What follows belongs to an exercise in optimizing a design on an open flow for small area, a short achievable clock period and few clock cycles; a production flow would make more cautious choices.
Function was checked by simulation only, so behaviour that the tests miss may differ from the original.
Power is estimated from default activity; no workload was simulated.

==> flow/design.v <==
`timescale 1ns / 1ps
module rf_read (
    input [1023:0] r,
    input [15:0] sel,
    output [63:0] out
);
    reg [63:0] o;
    integer i;
    always @(*) begin
        o = 64'd0;
        for (i = 0; i < 16; i = i + 1) o = o | (r[64*i +: 64] & {64{sel[i]}});
    end
    assign out = o;
endmodule
module y86_pipe (
    input clk,
    input rst,
    output [8:0] imem_addr,
    input [79:0] imem_data,
    output [8:0] dmem_addr,
    output dmem_we,
    output [63:0] dmem_wdata,
    input [63:0] dmem_rdata,
    output [1:0] stat,
    input [3:0] dbg_sel,
    output [63:0] dbg_val
);
    reg [8:0] fpc;           
    reg fpc_hi;              
    reg [63:0] R [0:14];     
    reg zf, sf, of;          
    reg [1:0] st;            
    reg Dv;                  
    reg [1:0] Dst;           
    reg [3:0] Dic, Dfn, DrA, DrB;
    reg [63:0] DvalC;
    reg [9:0] DvalP;
    reg [9:0] Dpred;         
    reg [9:0] ras;           
    wire stopped = (st != 2'd0);
    function cond(input [3:0] fn, input z, input s, input o);
        case (fn)
            4'h0: cond = 1'b1;
            4'h1: cond = (s ^ o) | z;
            4'h2: cond = s ^ o;
            4'h3: cond = z;
            4'h4: cond = ~z;
            4'h5: cond = ~(s ^ o);
            4'h6: cond = ~((s ^ o) | z);
            default: cond = 1'b0;
        endcase
    endfunction
    wire [3:0] icode = imem_data[7:4];
    wire [3:0] ifun = imem_data[3:0];
    wire [3:0] rA = imem_data[15:12];
    wire [3:0] rB = imem_data[11:8];
    reg need_regids, need_valC, bad_ifun, bad_regs;
    always @(*) begin
        case (icode)
            4'h2, 4'h3, 4'h4, 4'h5, 4'h6, 4'hA, 4'hB: need_regids = 1'b1;
            default: need_regids = 1'b0;
        endcase
        case (icode)
            4'h3, 4'h4, 4'h5, 4'h7, 4'h8: need_valC = 1'b1;
            default: need_valC = 1'b0;
        endcase
        case (icode)
            4'h2, 4'h7: bad_ifun = (ifun > 4'h6);
            4'h6: bad_ifun = (ifun > 4'h3);
            4'hC, 4'hD, 4'hE, 4'hF: bad_ifun = 1'b1;
            default: bad_ifun = (ifun != 4'h0);
        endcase
        case (icode)
            4'h2, 4'h4, 4'h5, 4'h6: bad_regs = (rA == 4'hF) || (rB == 4'hF);
            4'h3: bad_regs = (rA != 4'hF) || (rB == 4'hF);
            4'hA, 4'hB: bad_regs = (rA == 4'hF) || (rB != 4'hF);
            default: bad_regs = 1'b0;
        endcase
    end
    wire [63:0] dest = imem_data[71:8];      
    wire [3:0] len = 4'd1 + {3'd0, need_regids} + {need_valC, 3'd0};
    wire [9:0] valP = {1'b0, fpc} + {6'd0, len};
    reg [1:0] f_stat;
    always @(*) begin
        if (fpc_hi) f_stat = 2'd2;
        else if (bad_ifun) f_stat = 2'd3;
        else if (valP > 10'd512) f_stat = 2'd2;
        else if (bad_regs) f_stat = 2'd3;
        else if (icode == 4'h0) f_stat = 2'd1;
        else f_stat = 2'd0;
    end
    wire x_cmov  = Dic == 4'h2;
    wire x_irmov = Dic == 4'h3;
    wire x_rmmov = Dic == 4'h4;
    wire x_mrmov = Dic == 4'h5;
    wire x_op    = Dic == 4'h6;
    wire x_call  = Dic == 4'h8;
    wire x_ret   = Dic == 4'h9;
    wire x_push  = Dic == 4'hA;
    wire x_pop   = Dic == 4'hB;
    wire x_stack = x_push | x_pop | x_call | x_ret;
    wire x_fault = Dv && (Dst != 2'd0);
    wire halted = stopped || x_fault;
    wire go = Dv && (Dst == 2'd0) && !stopped;
    wire [1023:0] rA_in, rB_in;
    genvar g;
    generate
        for (g = 0; g < 15; g = g + 1) begin : flat
            assign rA_in[64*g +: 64] = R[g];
            assign rB_in[64*g +: 64] = R[g];
        end
    endgenerate
    assign rA_in[1023:960] = {54'd0, DvalP};
    assign rB_in[1023:960] = 64'd0;
    reg [15:0] selA, selB;
    integer k;
    always @(*) begin
        for (k = 0; k < 15; k = k + 1) begin
            selA[k] = halted ? (dbg_sel == k) : (DrA == k) && !x_call;
            selB[k] = x_stack ? (k == 4) : (DrB == k) && !x_cmov && !x_irmov;
        end
        selA[15] = !halted && x_call;
        selB[15] = 1'b0;
    end
    wire [63:0] valA, valB;
    rf_read portA (.r(rA_in), .sel(selA), .out(valA));
    rf_read portB (.r(rB_in), .sel(selB), .out(valB));
    wire [63:0] rsp = R[4];
    assign dbg_val = valA;
    assign dmem_wdata = valA;
    wire sub = x_op & Dfn[0];
    wire dec = x_push | x_call;
    reg [63:0] opB;
    always @(*) begin
        if (x_stack) opB = dec ? -64'd8 : 64'd8;
        else if (x_irmov) opB = DvalC;
        else opB = valA ^ {64{sub}};
    end
    wire [64:0] arith_c = {valB, 1'b1} + {opB, sub};
    wire [63:0] arith = arith_c[64:1];
    wire arith_of = (valB[63] == opB[63]) && (arith[63] != valB[63]);
    reg [63:0] alu;
    always @(*) begin
        case ({x_op, Dfn[1:0]})
            3'b110: alu = valB & valA;
            3'b111: alu = valB ^ valA;
            default: alu = arith;
        endcase
    end
    wire alu_zf = (alu == 64'd0);
    wire alu_sf = alu[63];
    wire alu_of = ~Dfn[1] & arith_of;
    wire [9:0] am = {1'b0, valB[8:0]} + {1'b0, DvalC[8:0]};
    wire [63:9] ax = valB[63:9] ^ DvalC[63:9];
    wire [63:9] ao = valB[63:9] | DvalC[63:9];
    wire am_hi_zero = (ax[9] == am[9]) && ((ax[63:10] ^ ao[62:9]) == 54'd0);
    wire am_ok = am_hi_zero && !(am[8:3] == 6'h3F && am[2:0] != 3'd0);
    wire rsp_hi0 = (rsp[63:10] == 54'd0);
    wire dec_ok = rsp_hi0 && (rsp[9] ? (rsp[8:0] == 9'd0) : (rsp[8:3] != 6'd0));
    wire inc_ok = rsp_hi0 && !rsp[9] && !(rsp[8:3] == 6'h3F && rsp[2:0] != 3'd0);
    wire [8:0] rsp_dec = {rsp[8:3] - 6'd1, rsp[2:0]};
    reg mem_err;
    always @(*) begin
        case (Dic)
            4'h4, 4'h5: mem_err = !am_ok;
            4'h8, 4'hA: mem_err = !dec_ok;
            4'h9, 4'hB: mem_err = !inc_ok;
            default: mem_err = 1'b0;
        endcase
    end
    wire exec = go && !mem_err;
    wire ret_miss = (dmem_rdata != {54'd0, Dpred});
    assign dmem_addr = (x_rmmov | x_mrmov) ? am[8:0] : dec ? rsp_dec : rsp[8:0];
    assign dmem_we = exec && (x_rmmov | x_push | x_call);
    assign stat = stopped ? st : x_fault ? Dst : 2'd0;
    wire x_cnd = cond(Dfn, zf, sf, of);
    wire wE = (x_cmov & x_cnd) | x_irmov | x_op;    
    wire wM = x_mrmov | x_pop;                       
    wire [63:0] wdata = wM ? dmem_rdata : alu;
    wire [63:0] wdata4 = (wM && DrA == 4'd4) ? dmem_rdata : alu;
    wire [63:0] wd = rst ? 64'd0 : wdata;
    wire [63:0] wd4 = rst ? 64'd0 : wdata4;
    reg [14:0] we;
    integer i;
    always @(*) begin
        for (i = 0; i < 15; i = i + 1)
            we[i] = rst || (exec && ((wE && DrB == i) || (wM && DrA == i) || (i == 4 && x_stack)));
    end
    always @(posedge clk) begin
        for (i = 0; i < 15; i = i + 1) begin
            if (we[i]) R[i] <= (i == 4) ? wd4 : wd;
        end
    end
    wire fz = (go && x_op) ? alu_zf : zf;
    wire fs = (go && x_op) ? alu_sf : sf;
    wire fo = (go && x_op) ? alu_of : of;
    wire f_cnd = cond(ifun, fz, fs, fo);
    wire take = (icode == 4'h8) || ((icode == 4'h7) && f_cnd);
    wire f_ret = (icode == 4'h9);
    assign imem_addr = fpc;
    always @(posedge clk) begin
        if (rst) begin
            fpc <= 9'd0;
            fpc_hi <= 1'b0;
            zf <= 1'b0; sf <= 1'b0; of <= 1'b0;
            st <= 2'd0;
            Dv <= 1'b0;
        end else if (!stopped) begin
            if (x_fault) st <= Dst;
            else if (go && mem_err) st <= 2'd2;
            if (exec && x_op) begin
                zf <= alu_zf;
                sf <= alu_sf;
                of <= alu_of;
            end
            if (go && x_ret && ret_miss) begin
                fpc <= dmem_rdata[8:0];
                fpc_hi <= |dmem_rdata[63:9];
                Dv <= 1'b0;
            end else begin
                Dv <= 1'b1;
                if (f_ret) begin
                    fpc <= ras[8:0];
                    fpc_hi <= ras[9];
                end else if (take) begin
                    fpc <= dest[8:0];
                    fpc_hi <= |dest[63:9];
                end else begin
                    fpc <= valP[8:0];
                    fpc_hi <= valP[9];
                end
            end
        end
    end
    always @(posedge clk) begin
        Dst <= f_stat;
        Dic <= icode;
        Dfn <= ifun;
        DrA <= rA;
        DrB <= rB;
        DvalC <= imem_data[79:16];
        DvalP <= valP;
        Dpred <= ras;
        if (rst) ras <= 10'd0;
        else if (icode == 4'h8) ras <= valP;
    end
endmodule
==> flow/run.sh <==
#!/bin/bash
# synth_recipe.tcl (not shown) runs the flow's synth.tcl, then flattens the netlist and writes it again
# the make line also repeats each setting of config.mk as NAME=value (left out here)
make -C /OpenROAD-flow-scripts/flow DESIGN_CONFIG=/design/flow/config.mk WORK_HOME=/design/flow/orfs CLKGATE_MAP_FILE= SYNTH_SCRIPT=/design/flow/synth_recipe.tcl finish
==> flow/config.mk <==
export PLATFORM = sky130hd
export DESIGN_NAME = y86_pipe
export DESIGN_NICKNAME = y86_pipe
export VERILOG_FILES = /design/flow/design.v
export SDC_FILE = /design/flow/constraint.sdc
export NUM_CORES = 8
export LEC_CHECK = 0
export CAP_MARGIN = 20
export CORE_MARGIN = 2
export CORE_UTILIZATION = 40
export SLEW_MARGIN = 20
export SYNTH_HIERARCHICAL = 1
==> flow/constraint.sdc <==
create_clock -name core_clock -period 30.0 [get_ports {clk}]
set_input_delay 6.0000 -clock core_clock [delete_from_list [all_inputs] [get_ports {clk}]]
set_output_delay 6.0000 -clock core_clock [all_outputs]
set_load 0.01 [all_outputs]
==> out/results.txt, run 1 <==
status: finished clean
CTS tree: yes
post-synthesis sequential area ratio: 53.7%
Syn Area/Cell: 11.8 sq um
Die Wd: 386 um
row cnt: 140
first-pass GRT wire length: 359 mm
die area: 0.149 sq mm
worst-margin pin slew: 1.26 ns
crit path DAT: 10.06 ns
worst hold start: ras[3]$_SDFFE_PP0P_
Area Overhead vs Synth: 14.5%
CP required: 24.00 ns
Boundary Pins: 299
Hold Path End: Dpred[3]$_DFF_P_
H-tree depth: 3
fraction of registers with async set or reset after synthesis: 0%
share of layout cells above drive strength 1: 8.30%
M1 GR Usage: 43.8%
switching power: 2.18 mW
crit-path max cell delay: 0.70 ns
worst hold path class: flop to flop
Max Cap Viol: 0
Int Pwr: 3.68 mW
Overflow after GRT: 0
Reg power frac: 41.3%
antenna violations before repair: 5
worst-path maximum fanout: 34
buffer count from post-CTS setup fixing: 0
Netlist cell types: 88
root buf cell: clkbuf_16
terminus of the critical flop-to-flop path: fpc[7]$_SDFFE_PP0P_
vias in the first global route: 46.5k
RSZ-0062 raised after global routing: false
PD cells: 87.6 mW/mm^2
Placer Congestion: 1.08
R2R depth: 27
GRT busiest layer: met2
Hold-fix buffers, CTS: 0
GRT Overall Usage: 34.2%
Post-CTS Resized: 0
most used flip-flop cell after synthesis: edfxtp_1
crit path buf inv count: 4
Setup violations, final: 0
drt pass-1 iters: 6
Clock Sinks: 1088
Vias: 49.4k
Via-to-Cell Ratio: 6.87
Worst Setup End Kind: output pin
ranking of synthesized cells by area: edfxtp_1, a221oi_1, a22o_1
period utilization: 53.5%
Max clock buf depth: 3
r2r setup slk: 18.68 ns
Max VDD drop: 52.1 uV
kind of start point of the critical path: input pin
Routed wire per std cell: 36.4 um
Hold Path Stages: 0
initial core utilization: 40.2%
Core ar.: 0.145 sq mm
Mapped Area: 0.0584 sq mm
met3 Usage GRT: 9.16%
worst skew pair latency: 0.79 ns
Detailed Route Iter0 Violations: 7293
CTS buffer count: 116
Pwr Total: 5.86 mW
Fin. Hold Viols: 0
top cell type's share of synthesized area: 49.3%
fraction of met2 tracks used by global routing: 51.8%
Final Core Density: 46.0%
setup slack after layout: 13.94 ns
R2R Path Start: Dic[2]$_DFF_P_
Final Skew: 0.0462 ns
antenna viol nets, final: 0
largest net degree at the start of global routing: 90
worst slack at placement: 14.02 ns
Achievable Freq: 62.3 MHz
family with the most delay on the worst path: buffers and inverters
Clk pwr share: 24.9%
Net count, final: 5516
critical-path cell list: clkdlybuf4s50_1 -> nand3b_1 -> o22ai_4 -> buf_4 -> buf_4 -> a22o_1 -> a221oi_1 -> nand4_1 -> clkdlybuf4s50_1
Slew Limit Headroom: 16.1%
Post-synth EDFFs: 960
minimum clock period: 16.06 ns
logic gate share of total power: 33.8%
Crit-path slowest cell: clkdlybuf4s50_1
Residual DRC: 0
setup tns final: 0 ns
number of max-slew violations in the final report: 0
YS warnings: 9
I/O Buffers: 298
Yosys reg bits: 1088
synthesized instance count: 4948
wirelength, routed: 262 mm
Switching Share: 37.2%
P_leak: 24.1 nW
hpwl dp: 170 mm
Setup CP Type: input pin to output pin
Yosys top cell by area: edfxtp_1
die span in y: 386 um
Clk pin slew, worst setup/hold paths: 0.06 ns
## state kept, by name, summed over array words and instances (netlist names), 2 cells and up
register	cells
ras	10
R	960
Dfn	4
Dpred	10
DrA	4
st	2
Dst	2
DrB	4
fpc	9
DvalC	64
DvalP	10
Dic	4
## kinds of logic after synthesis
family	Yosys count	synth area share [%]
xor gates and xnor gates	195	2.92
DFF	1088	53.7
buffers and inverters	619	5.90
other	1	0.00642
AOI/OAI and AO/OA	1775	23.4
muxes	77	1.35
and+or+nand+nor	994	8.42
adders and majority gates	199	4.30
## worst max-delay path by stage
stage | startpoint | end | slack [ns] | cells past startpoint
after floorplan | dbg_sel[1] | dmem_wdata[62] | 16.56 | 7
after global placement | dbg_sel[0] | fpc[7]$_SDFFE_PP0P_ | 13.77 | 25
after detailed placement | dbg_sel[0] | dmem_wdata[45] | 14.02 | 9
after CTS | dbg_sel[0] | dbg_val[45] | 14.01 | 9
after global routing | dbg_sel[0] | dmem_wdata[23] | 13.96 | 9
final | dbg_sel[0] | dbg_val[23] | 13.94 | 9
## metal layers
| metal | up-vias | part of all wire (%) | wire length [um] |
|---|---|---|---|
| li1 | 20347 | - | - |
| met1 | 24495 | 37 | 97500 |
| met2 | 3699 | 43 | 113000 |
| met3 | 843 | 13 | 32700 |
| met4 | 6 | 7.0 | 18300 |
| met5 | - | 0.016 | 41 |
## power by group through the flow
stage	combinational [mW]	clock [mW]	sequential, mW
global route	2.08	1.52	2.46
finish	1.98	1.46	2.42
CTS	1.92	1.46	2.41
global placement	1.90	0	2.42
floorplan	1.11	0	2.37
detailed placement	1.91	0	2.44
## layout make-up
cell class,instances,area [sq um]
Fill cell,13257,78500
Sequential cell,1088,31400
Multi-Input combinational cell,3359,24600
Timing Repair Buffer,447,4100
Clock buffer,156,3240
Tap cell,1917,2400
Inverter,155,582
Clock inverter,63,576
Antenna cell,2,5.00
## placed cells by master (no fill, tap or decap), drive strengths merged, types with 60 or more instances in the layout
master and n:
xor2 79, nand4 195, clkbuf 156, nor2 320, o21ai 171, edfxtp 960, buf 150, ha 196
a211oi 136, nor4 60, inv 162, xnor2 116, a21oi 233, a22o 512, conb 119, mux2i 61
nand2 202, dfxtp 128, clkdlybuf4s50 297, a221oi 521
## per-stage QoR
stage / hold slack [ns] / std cells / area, sq um
2_1_floorplan: 0.346 / 5066 / 58900
3_3_place_gp: 0.358 / 6966 / 63000
3_5_place_dp: 0.358 / 6966 / 63100
5_1_grt: 0.376 / 7185 / 66900
4_1_cts: 0.367 / 7185 / 66900
6_report: 0.365 / 7187 / 66900
## Yosys stat by module, one instance, submodules excluded
module / cells inside / copies in the design / cell area [sq um]
rf_read: 688 / 2 / 5740
y86_pipe: 3572 / 1 / 46900
## cells in the mapped netlist (all sizes together), types with 4 or more instances
library cell	instances
and2	14
o31ai	7
nor2b	11
a21boi	4
inv	155
a22o	512
mux2	16
clkbuf	219
nand4	195
nor3	53
a22oi	6
or3	18
o211ai	25
ha	196
mux2i	61
nand3b	7
nand2b	11
a21oi	233
dfxtp	128
xor2	79
a221oi	521
buf	245
and3	19
nor2	320
a31oi	17
edfxtp	960
o21bai	21
o21ai	171
a21o	31
nor4	60
o2111ai	4
o22ai	39
a211oi	136
nand3	41
or2	9
nand2	202
a211o	4
o21a	11
and4	8
or4	7
xnor2	116
## worst reg2reg max path, delay by kind of cell, from the launching register on
| family | cells | cell delay (ns) |
|---|---|---|
| adder cells (fa/ha/maj) | 1 | 0.52 |
| flip-flops | 1 | 0.58 |
| AND/OR/NAND/NOR | 13 | 5.55 |
| buffers and inverters | 2 | 1.34 |
| XOR/XNOR | 2 | 0.34 |
| AO/OA/AOI/OAI | 9 | 2.90 |
Testbench counts, summed over its fixed seeds: cycles 140,205.
==> run 2, diff against run 1 <==
==> flow/flow/run.sh (new file) <==
#!/bin/bash
# The standard ORFS layout (the standard.sh), with every port buffered
# with buf_4 instead of the default delay buffer.
set -euo pipefail
bash standard.sh "BUFFER_PORTS_ARGS=-buffer_cell sky130_fd_sc_hd__buf_4" finish > standard_flow.log 2>&1
==> flow/standard.sh (new file) <==
#!/bin/bash
# synth_recipe.tcl (not shown) runs the flow's synth.tcl, then flattens the netlist and writes it again
# the make line also repeats each setting of config.mk as NAME=value (left out here)
make -C /OpenROAD-flow-scripts/flow DESIGN_CONFIG=/design/flow/config.mk WORK_HOME=/design/flow/orfs CLKGATE_MAP_FILE= SYNTH_SCRIPT=/design/flow/synth_recipe.tcl "${@:-finish}"
--- a/flow/config.mk
+++ b/flow/config.mk
@@ -8,5 +8,5 @@
 export CAP_MARGIN = 20
 export CORE_MARGIN = 2
-export CORE_UTILIZATION = 40
+export CORE_UTILIZATION = 50
 export SLEW_MARGIN = 20
 export SYNTH_HIERARCHICAL = 1
removed: flow/run.sh
==> out/results.txt, run 2 <==
worst-margin pin slew: 1.28 ns (+0.0220 ns)
r2r setup slk: 18.02 ns (-0.66 ns)
Die Wd: 346 um (-10%)
Netlist cell types: 88 (unchanged)
I/O Buffers: 298 (unchanged)
GRT Overall Usage: 40.6% (+6.4 points)
terminus of the critical flop-to-flop path: fpc[0]$_SDFFE_PP0P_
die span in y: 346 um (-10%)
Routed wire per std cell: 36.9 um (+1.1%)
Post-Synth Adder-Cell Area: 4.30% (unchanged)
P_leak: 24.5 nW (+1.4%)
post-synthesis sequential area ratio: 53.7% (unchanged)
area occupied by multi-input gates: 0.0246 sq mm (+0.18%)
Largest Register: R
Layout fillers: 9889 (-25%)
root buf cell: clkbuf_16
Hold-fix buffers, CTS: 0 (unchanged)
row cnt: 125 (-11%)
Area Overhead vs Synth: 12.5%
CTS buffer count: 115 (-0.86%)
CTS tree: yes
met1 wire length: 95.5 mm (-2.0%)
mux contribution to synthesized area: 1.35% (unchanged)
Via-to-Cell Ratio: 7.22 (+5.1%)
Yosys reg bits: 1088 (unchanged)
worst-path maximum fanout: 21 (-38%)
post-synthesis simple-gate area fraction: 8.42% (unchanged)
Mapped Area: 0.0584 sq mm (unchanged)
H-tree depth: 3 (unchanged)
Synth top cells by count: edfxtp_1, a221oi_1, a22o_1, nor2_1, a21oi_1
ranking of synthesized cells by area: edfxtp_1, a221oi_1, a22o_1
Residual DRC: 0 (unchanged)
Fin. Hold Viols: 0 (unchanged)
Detailed Route Iter0 Violations: 6903 (-5.3%)
Clock Sinks: 1088 (unchanged)
worst hold path class: flop to flop
status: finished clean
share of layout cells above drive strength 1: 14.0% (+5.7 points)
crit path DAT: 16.64 ns (+6.58 ns)
hpwl dp: 168 mm (-1.4%)
worst slack at placement: 13.83 ns (-0.190 ns)
largest family of logic cells by synthesized area: compound AO/OA/AOI/OAI gates
crit-path max cell delay: 1.09 ns (+0.39 ns)
metal3 WL: 28.4 mm (-13%)
Max clock buf depth: 3 (unchanged)
antenna violations before repair: 5 (unchanged)
worst skew pair latency: 0.76 ns (-0.03 ns)
period utilization: 53.5% (-0.062 points)
xor and xnor area share after synthesis: 2.92% (unchanged)
antenna viol nets, final: 0 (unchanged)
Max Cap Viol: 0 (unchanged)
Boundary Pins: 299 (unchanged)
Post-CTS Resized: 0 (unchanged)
Synth Area in Compound Gates: 23.4% (unchanged)
Yosys top cell by area: edfxtp_1
vias in the first global route: 46.1k (-0.86%)
initial core utilization: 50.3% (+10 points)
number of max-slew violations in the final report: 0 (unchanged)
buffer count from post-CTS setup fixing: 0 (unchanged)
Post-synth EDFFs: 960 (unchanged)
most frequent cell after synthesis: edfxtp_1
wirelength, routed: 250 mm (-4.4%)
Hold Path Stages: 0 (unchanged)
Overflow after GRT: 0 (unchanged)
synthesized instance count: 4948 (unchanged)
PD cells: 88.8 mW/mm^2 (+1.4%)
Setup CP Type: input pin to flop
die area: 0.120 sq mm (-20%)
largest net degree at the start of global routing: 73 (-19%)
kind of start point of the critical path: input pin
Clk pin slew, worst setup/hold paths: 0.06 ns (about the same)
Syn Area/Cell: 11.8 sq um (unchanged)
Crit-path slowest cell: nor4b_1
first-pass GRT wire length: 346 mm (-3.5%)
drt pass-1 iters: 7 (+1)
Core ar.: 0.116 sq mm (-20%)
Worst Setup End Kind: flop
Net count, final: 5518 (+0.036%)
R2R depth: 29 (+7.4%)
most frequent cells in the layout: edfxtp_1, a221oi_1, a22o_1
RSZ-0062 raised after global routing: false
R2R Path Start: Dic[2]$_DFF_P_
Slew Limit Headroom: 13.6% (-2.5 points)
Seq. cell area: 0.0314 sq mm (unchanged)
number of flip-flops in the largest register: 960 (unchanged)
fraction of registers with async set or reset after synthesis: 0% (unchanged)
top cell type's share of synthesized area: 49.3% (unchanged)
top flop regs: R x960, DvalC x64
Max VDD drop: 58.0 uV (+11%)
YS warnings: 9 (unchanged)
minimum clock period: 16.04 ns (-0.0187 ns)
Final Skew: 0.0378 ns (-0.00841 ns)
Hold Path End: Dpred[4]$_DFF_P_
Achievable Freq: 62.4 MHz (+0.12%)
Placer Congestion: 1.07 (-0.87%)
setup tns final: 0 ns (unchanged)
met2 wire len: 110 mm (-2.8%)
top sig layer: met5
Vias: 49.1k (-0.66%)
setup slack after layout: 13.96 ns (+0.0187 ns)
worst hold start: ras[4]$_SDFFE_PP0P_
most common cell after layout, fill and taps aside: edfxtp_1
Setup violations, final: 0 (unchanged)
most used flip-flop cell after synthesis: edfxtp_1
CP required: 30.60 ns (+6.60 ns)
run 2: cell counts after synthesis:
Identical to the previous run, type by type.
run 2: worst max-delay path by stage:
stage,start,to,slack [ns],depth (start not counted)
floorplan,dbg_sel[1],dmem_wdata[62],16.56,7
global placement,dbg_sel[0],fpc[7]$_SDFFE_PP0P_,13.80,27
detailed placement,dbg_sel[0],fpc[0]$_SDFFE_PP0P_,13.83,27
CTS,dbg_sel[0],dbg_val[43],14.39,9
global route,dbg_sel[0],fpc[5]$_SDFFE_PP0P_,14.04,27
finish,dbg_sel[0],fpc[0]$_SDFFE_PP0P_,13.96,27
run 2: cells by family after synthesis:
kind of cell | count (synthesis)
AOI/OAI and AO/OA | 1775
other | 1
buffers and inverters | 619
DFF | 1088
adders and majority gates | 199
and+or+nand+nor | 994
muxes | 77
xor gates and xnor gates | 195
run 2: per-layer routing:
layer	global-route usage (%)	vias to the layer above
li1	-	20373
met1	54.5	24379
met2	62.1	3529
met3	7.85	778
met4	22.4	4
met5	0	-
run 2: modules after synthesis (local to each module, per instance):
module    cells  cell area (sq um)  flops+latches  copies in the design
y86_pipe   3572              46900           1088                     1
rf_read     688               5740              0                     2
run 2: worst max-delay path, delay by kind of cell:
| kind | cells | cell delay [ns] |
|---|---|---|
| buffers and inverters | 2 | 0.69 |
| XOR/XNOR | 2 | 0.41 |
| AO/OA/AOI/OAI | 12 | 4.28 |
| AND/OR/NAND/NOR | 10 | 4.71 |
| adder cells (fa/ha/maj) | 1 | 0.43 |
run 2: report_power, final:
group	total, mW	internal, mW	switching (mW)	leakage (nW)
logic	1.97	0.627	1.34	11.8
registers	2.41	2.20	0.214	10.8
clock network	1.45	0.823	0.630	1.86
total	5.83	3.65	2.18	24.5
run 2: through the flow:
stage / hold slack [ns] / util (%) / total power, mW / std cells / cell area (sq um)
finish: 0.372 / 56.6 / 5.83 / 6794 / 65700
global route: 0.376 / 56.6 / 6.03 / 6793 / 65700
CTS: 0.371 / 56.6 / 5.76 / 6792 / 65700
detailed placement: 0.363 / 53.3 / 4.32 / 6575 / 61900
global placement: 0.361 / 53.3 / 4.30 / 6575 / 61900
floorplan: 0.346 / - / 3.48 / 5066 / 58900
run 2: cell type report:
| cell class | instances | area share, % |
|---|---|---|
| Multi-Input combinational cell | 3359 | 37.5 |
| Sequential cell | 1088 | 47.8 |
| Tap cell | 1524 | 2.90 |
| Clock inverter | 59 | 0.925 |
| Inverter | 155 | 0.885 |
| Clock buffer | 158 | 4.86 |
| Antenna cell | 1 | 0.00381 |
| Timing Repair Buffer | 450 | 5.18 |
==> run 3, diff against run 2 <==
==> flow/flow/run.sh (replaced) <==
#!/bin/bash
# The standard ORFS layout (the standard.sh), with:
#  - every port buffered with buf_4 instead of the default delay buffer,
#  - repair_timing asked to keep a large setup margin (the SDC is unchanged).
set -euo pipefail
bash standard.sh "BUFFER_PORTS_ARGS=-buffer_cell sky130_fd_sc_hd__buf_4" SETUP_SLACK_MARGIN=16.5 finish > standard_flow.log 2>&1
==> out/results.txt, run 3 <==
status: finished clean
Vias: 50.6k (+3.0%)
Net count, final: 5703 (+3.4%)
antenna violations before repair: 13 (+8)
wirelength, routed: 267 mm (+6.8%)
R2R depth: 31 (+6.9%)
first-pass GRT wire length: 361 mm (+4.4%)
worst-margin pin slew: 1.21 ns (-0.0721 ns)
worst hold path class: flop to flop
Netlist cell types: 88 (unchanged)
Layout fillers: 9478 (-4.2%)
number of max-slew violations in the final report: 0 (unchanged)
Max VDD drop: 58.8 uV (+1.4%)
Final Skew: 0.0442 ns (+0.00640 ns)
Setup CP Type: input pin to output pin
Residual DRC: 0 (unchanged)
Die Wd: 346 um (unchanged)
Max clock buf depth: 3 (unchanged)
I/O Buffers: 298 (unchanged)
most frequent cells in the layout: edfxtp_1, a22o_1, buf_4
Largest Register: R
Achievable Freq: 71.5 MHz (+15%)
most frequent cell after synthesis: edfxtp_1
row cnt: 125 (unchanged)
Mapped Area: 0.0584 sq mm (unchanged)
drt pass-1 iters: 6 (-1)
hpwl dp: 168 mm (unchanged)
most used flip-flop cell after synthesis: edfxtp_1
Yosys reg bits: 1088 (unchanged)
minimum clock period: 13.99 ns (-2.05 ns)
CTS tree: yes
largest net degree at the start of global routing: 73 (unchanged)
number of flip-flops in the largest register: 960 (unchanged)
die area: 0.120 sq mm (unchanged)
Placer Congestion: 1.07 (unchanged)
Detailed Route Iter0 Violations: 7450 (+7.9%)
antenna viol nets, final: 0 (unchanged)
Fin. Hold Viols: 0 (unchanged)
Slew Limit Headroom: 18.8% (+5.2 points)
Yosys top cell by area: edfxtp_1
CP required: 24.00 ns (-6.60 ns)
crit path DAT: 7.99 ns (-8.65 ns)
Worst Setup End Kind: output pin
Post-synth EDFFs: 960 (unchanged)
post-route cell area: 0.0697 sq mm (+6.0%)
Routed wire per std cell: 38.3 um (+4.0%)
share of layout cells above drive strength 1: 20.2% (+6.2 points)
top cell type's share of synthesized area: 49.3% (unchanged)
Overflow after GRT: 0 (unchanged)
setup tns final: 0 ns (unchanged)
RSZ-0062 raised after global routing: true
root buf cell: clkbuf_16
Core ar.: 0.116 sq mm (unchanged)
Synth top cells by count: edfxtp_1, a221oi_1, a22o_1, nor2_1, a21oi_1
initial core utilization: 50.3% (unchanged)
Hold Path Stages: 0 (unchanged)
PD cells: 87.1 mW/mm^2 (-1.9%)
Syn Area/Cell: 11.8 sq um (unchanged)
GRT Overall Usage: 42.7% (+2.1 points)
synthesized instance count: 4948 (unchanged)
worst-path maximum fanout: 14 (-33%)
Clock Sinks: 1088 (unchanged)
kind of start point of the critical path: input pin
most common cell after layout, fill and taps aside: edfxtp_1
Setup violations, final: 0 (unchanged)
Boundary Pins: 299 (unchanged)
placed cell areas: 0.0619 sq mm (unchanged)
top flop regs: R x960, DvalC x64
YS warnings: 9 (unchanged)
die span in y: 346 um (unchanged)
CTS buffer count: 115 (unchanged)
post-synthesis sequential area ratio: 53.7% (unchanged)
fraction of registers with async set or reset after synthesis: 0% (unchanged)
H-tree depth: 3 (unchanged)
ranking of synthesized cells by area: edfxtp_1, a221oi_1, a22o_1
Area Overhead vs Synth: 19.3%
Via-to-Cell Ratio: 7.24 (+0.29%)
worst skew pair latency: 0.76 ns (about the same)
Max Cap Viol: 0 (unchanged)
Clk pin slew, worst setup/hold paths: 0.06 ns (about the same)
vias in the first global route: 47.3k (+2.6%)
period utilization: 46.6% (-6.8 points)
P_leak: 26.3 nW (+7.5%)
[run 3: cell counts after synthesis]
Identical to the previous run, type by type.
[run 3: final timing paths]
check                      start             endpoint  slack, ns
max reg2reg       Dic[2]$_DFF_P_  fpc[1]$_SDFFE_PP0P_      20.45
min reg2reg  ras[4]$_SDFFE_PP0P_     Dpred[4]$_DFF_P_       0.37
min          ras[4]$_SDFFE_PP0P_     Dpred[4]$_DFF_P_       0.37
max                   dbg_sel[0]          dbg_val[35]      16.01
[run 3: critical path: stages]
cell	delay, ns
buf_8	0.10
nand3b_1	0.14
buf_6	0.13
o22ai_4	0.13
buf_12	0.24
buf_12	0.17
a22o_1	0.21
a221oi_1	0.30
nand4_1	0.30
buf_4	0.25
[run 3: cell families after synthesis]
family | share of synthesized area [%]
AOI/OAI and AO/OA | 23.4
xor gates and xnor gates | 2.92
adders and majority gates | 4.30
DFF | 53.7
and+or+nand+nor | 8.42
muxes | 1.35
other | 0.00642
buffers and inverters | 5.90
[run 3: cell type report]
cell class / instances / area (sq um) / share of cell area, %
Clock inverter: 59 / 608 / 0.873
Timing Repair Buffer: 635 / 6170 / 8.85
Inverter: 155 / 582 / 0.835
Clock buffer: 158 / 3190 / 4.58
Multi-Input combinational cell: 3359 / 25800 / 37.1
Antenna cell: 3 / 7.51 / 0.0108
Tap cell: 1524 / 1910 / 2.74
Sequential cell: 1088 / 31400 / 45.0
[run 3: layer usage]
| metal | vias up | part of all wire (%) | track usage, % |
|---|---|---|---|
| met5 | - | 0.030 | 0 |
| met4 | 14 | 8.2 | 28.2 |
| met3 | 920 | 12 | 9.71 |
| met2 | 3825 | 43 | 63.9 |
| met1 | 25042 | 37 | 55.7 |
| li1 | 20757 | - | - |
[run 3: modules after synthesis, one instance, submodules excluded]
module / flops+latches / copies in the design / cell area [sq um] / cells
rf_read: 0 / 2 / 5740 / 688
y86_pipe: 1088 / 1 / 46900 / 3572
[run 3: where the power goes]
group          switching, mW  total (mW)  internal (mW)
Combinational           1.41        2.17          0.763
Sequential             0.239        2.44           2.20
Clock                  0.634        1.46          0.823
Total                   2.28        6.07           3.79
[run 3: timing repair]
item                       CTS  global route
hold buffers                 0             0
gates cloned                17            11
setup endpoints to repair  140           139
gates resized for setup    244           154
buffers inserted           131            26
pin swaps                   86            68
[run 3: metrics by stage]
step / utilization (%) / power, mW / std cells / hold slack, ns / setup WS [ns]
after floorplan: - / 3.48 / 5066 / 0.346 / 16.56
after global placement: 53.3 / 4.30 / 6575 / 0.361 / 13.80
after detailed placement: 53.3 / 4.32 / 6575 / 0.363 / 13.83
after CTS: 59.0 / 5.91 / 6940 / 0.371 / 16.16
after global routing: 60.0 / 6.25 / 6979 / 0.376 / 15.92
final: 60.0 / 6.07 / 6981 / 0.371 / 16.01
==> run 4, diff against run 3 <==
==> flow/flow/run.sh (replaced) <==
#!/bin/bash
# The standard ORFS layout (the standard.sh), with:
#  - every port buffered with buf_2 instead of the default delay buffer,
#  - repair_timing asked to keep a large setup margin (the SDC is unchanged),
#  - a clock tree of clkbuf_8 with larger sink clusters and no dummy loads.
set -euo pipefail
bash standard.sh "BUFFER_PORTS_ARGS=-buffer_cell sky130_fd_sc_hd__buf_2" SETUP_SLACK_MARGIN=16.5 \
  "CTS_ARGS=-sink_clustering_enable -repair_clock_nets -buf_list sky130_fd_sc_hd__clkbuf_8 -sink_clustering_size 20 -dont_use_dummy_load" \
  finish > standard_flow.log 2>&1
--- a/flow/config.mk
+++ b/flow/config.mk
@@ -8,5 +8,5 @@
 export CAP_MARGIN = 20
 export CORE_MARGIN = 2
-export CORE_UTILIZATION = 50
+export CORE_UTILIZATION = 60
 export SLEW_MARGIN = 20
 export SYNTH_HIERARCHICAL = 1
==> out/results.txt, run 4 <==
number of max-slew violations in the final report: 0 (unchanged)
Fin. Hold Viols: 0 (unchanged)
Synth Area in Compound Gates: 23.4% (unchanged)
Setup CP Type: input pin to output pin
RSZ-0062 raised after global routing: true
Max clock buf depth: 3 (unchanged)
post-synthesis sequential area ratio: 53.7% (unchanged)
most frequent cell after synthesis: edfxtp_1
final cell count without fillers: 6729 (-3.6%)
Mapped Area: 0.0584 sq mm (unchanged)
Pwr Total: 5.67 mW (-6.7%)
minimum clock period: 13.96 ns (-0.0249 ns)
crit path DAT: 7.96 ns (-0.03 ns)
Netlist cell types: 88 (unchanged)
top flop regs: R x960, DvalC x64
worst skew pair latency: 0.91 ns (+0.15 ns)
Final Skew: 0.115 ns (+0.0711 ns)
die span in y: 316 um (-8.6%)
top cell type's share of synthesized area: 49.3% (unchanged)
Cells after DPL: 6306 (-4.1%)
Overflow after GRT: 0 (unchanged)
kind of start point of the critical path: input pin
hpwl dp: 159 mm (-5.1%)
Clk pin slew, worst setup/hold paths: 0.06 ns (about the same)
initial core utilization: 60.5% (+10 points)
Crit-path slowest cell: a221oi_1
Yosys reg bits: 1088 (unchanged)
crit path buf inv count: 5 (unchanged)
Detailed Route Iter0 Violations: 10.3k (+38%)
CP required: 24.00 ns (about the same)
crit-path max cell delay: 0.28 ns (-0.02 ns)
GRT Overall Usage: 51.5% (+8.8 points)
Routed wire per std cell: 40.2 um (+5.0%)
Final Core Density: 70.8% (+11 points)
Synth top cells by count: edfxtp_1, a221oi_1, a22o_1, nor2_1, a21oi_1
Syn Area/Cell: 11.8 sq um (unchanged)
drt pass-1 iters: 7 (+1)
largest family of logic cells by synthesized area: compound AO/OA/AOI/OAI gates
most used flip-flop cell after synthesis: edfxtp_1
Die Wd: 316 um (-8.6%)
root buf cell: clkbuf_8
YS warnings: 9 (unchanged)
antenna viol nets, final: 0 (unchanged)
critical-path cell list: buf_6 -> or2_4 -> o22ai_4 -> buf_12 -> buf_12 -> buf_16 -> a22o_1 -> a221oi_1 -> nand4_1 -> buf_2
ranking of synthesized cells by area: edfxtp_1, a221oi_1, a22o_1
worst slack at placement: 14.26 ns (+0.433 ns)
worst hold slack: 0.362 ns (-0.00865 ns)
Post-synth EDFFs: 960 (unchanged)
Via-to-Cell Ratio: 7.90 (+9.0%)
post-synthesis simple-gate area fraction: 8.42% (unchanged)
most common cell after layout, fill and taps aside: edfxtp_1
Vias: 53.1k (+5.1%)
die area: 0.0999 sq mm (-16%)
placed cell areas: 0.0608 sq mm (-1.7%)
Slew Limit Headroom: 15.3% (-3.5 points)
P_leak: 25.9 nW (-1.4%)
row cnt: 114 (-8.8%)
Placer Congestion: 1.11 (+3.2%)
I/O Buffers: 298 (unchanged)
H-tree depth: 4 (+1)
fraction of registers with async set or reset after synthesis: 0% (unchanged)
wirelength, routed: 271 mm (+1.2%)
share of layout cells above drive strength 1: 21.5% (+1.3 points)
worst hold path class: flop to flop
xor and xnor area share after synthesis: 2.92% (unchanged)
setup tns final: 0 ns (unchanged)
first-pass GRT wire length: 358 mm (-0.80%)
status: finished clean
Worst path most repeated cell: buf_12
Residual DRC: 0 (unchanged)
Clock Sinks: 1088 (unchanged)
number of flip-flops in the largest register: 960 (unchanged)
Area Overhead vs Synth: 17.1%
Boundary Pins: 299 (unchanged)
period utilization: 46.5% (-0.083 points)
antenna violations before repair: 12 (-1)
most frequent cells in the layout: edfxtp_1, a22o_1, a221oi_1
largest net degree at the start of global routing: 118 (+62%)
mux contribution to synthesized area: 1.35% (unchanged)
Max Cap Viol: 0 (unchanged)
PD cells: 82.8 mW/mm^2 (-4.9%)
family with the most delay on the worst path: buffers and inverters
synthesized instance count: 4948 (unchanged)
post-route cell area: 0.0684 sq mm (-1.8%)
vias in the first global route: 48.7k (+2.9%)
worst-margin pin slew: 1.26 ns (+0.0546 ns)
setup slack after layout: 16.04 ns (+0.0249 ns)
CTS tree: yes
Yosys top cell by area: edfxtp_1
Core ar.: 0.0966 sq mm (-17%)
Net count, final: 5791 (+1.5%)
worst-path maximum fanout: 8 (-6)
Largest Register: R
Post-Synth Adder-Cell Area: 4.30% (unchanged)
Worst Setup End Kind: output pin
Max VDD drop: 67.8 uV (+15%)
Achievable Freq: 71.6 MHz (+0.18%)
CTS buffer count: 175 (+52%)
Setup violations, final: 0 (unchanged)
[run 4: cell counts after synthesis]
Identical to the previous run, type by type.
[run 4: path summary, 6_finish.rpt]
check	startpoint	endpoint	slack (ns)	cells after the start
setup / recovery	dbg_sel[3]	dbg_val[23]	16.04	10
hold / removal	ras[0]$_SDFFE_PP0P_	Dpred[0]$_DFF_P_	0.36	0
setup reg to reg	Dic[2]$_DFF_P_	fpc[1]$_SDFFE_PP0P_	20.02	32
hold reg to reg	ras[0]$_SDFFE_PP0P_	Dpred[0]$_DFF_P_	0.36	0
[run 4: final cells by class]
| type | count | area (sq um) |
|---|---|---|
| diodes | 13 | 32.5 |
| clock buffers | 175 | 2410 |
| fillers | 6745 | 28100 |
| inverters | 155 | 582 |
| multi-input cells | 3359 | 26200 |
| flip-flops and latches | 1088 | 31400 |
| well taps | 1276 | 1600 |
| repair buffers | 663 | 6240 |
[run 4: what timing repair did]
item                                    4_1_cts  5_1_grt
hold buffers                                  0        0
pin swaps                                   100       93
gates cloned                                 34       17
resized for setup                           261      165
setup buffers                               128       56
endpoints found under the setup margin      139      139
[run 4: report_power, final]
| part | switching (mW) | internal, mW |
|---|---|---|
| clock | 0.549 | 0.511 |
| combinational | 1.41 | 0.732 |
| sequential | 0.258 | 2.21 |
[run 4: worst reg2reg max path, delay by kind of cell (launching register included)]
kind                     cells  cell delay, ns
flip-flops                   1            0.47
AND/OR/NAND/NOR             15            5.65
adder cells (fa/ha/maj)      1            0.59
buffers and inverters        6            0.97
XOR/XNOR                     1            0.12
AO/OA/AOI/OAI                9            2.01
[run 4: per-layer routing]
metal	global-route usage (%)	up-vias	part of all wire [%]
li1	-	20849	-
met4	37.0	21	10
met5	0.521	-	0.11
met3	20.0	1491	17
met2	72.2	5499	40
met1	65.2	25268	33
[run 4: Yosys stat by module (local to each module, per instance)]
| module | flip-flops and latches | copies in the design | cell area, sq um |
|---|---|---|---|
| rf_read | 0 | 2 | 5740 |
| y86_pipe | 1088 | 1 | 46900 |
[run 4: cells by family after synthesis]
kind of cell	after synthesis
other cells	1
fa+ha+maj	199
simple gates	994
flops	1088
mux	77
buf+inv	619
compound gates	1775
xor+xnor	195

-- re-timing with driven ports --
The flow's constraints put no driver on any port. The routed layouts listed below were extracted and timed again, unchanged, in two steps.
Step 1, drivers: a clkbuf_16 drives clk and a buf_2 each remaining input, both assumed.
Step 2 adds t to the input delays and takes it off the output delays; t is the mean of the earliest and latest rising clock arrival at the registers after step 1. Input paths then give back, and output paths get back, about the clock's delay inside the block.
Slacks: ideal / step 1 / step 2; pairs: ideal / step 1.
| run | t (ns) | slack for setup (ns) | slew at the worst register clock pin (ns) | worst slew at a driven data input, ns |
|---|---|---|---|---|
| run 1 | 0.848 | 13.944 / 13.911 / 13.601 | 0.08 / 0.08 | 0.06 |
| run 2 | 0.821 | 13.963 / 14.019 / 13.198 | 0.08 / 0.08 | 0.05 |
| run 3 | 0.825 | 16.014 / 15.961 / 15.833 | 0.08 / 0.08 | 0.06 |
| run 4 | 0.935 | 16.039 / 15.966 / 15.547 | 0.07 / 0.07 | 0.10 |
After both steps setup and hold are still met in every run listed. The setup slack of run 2, which loses most, moves by +0.056 ns with the drivers and by -0.765 ns with both steps.
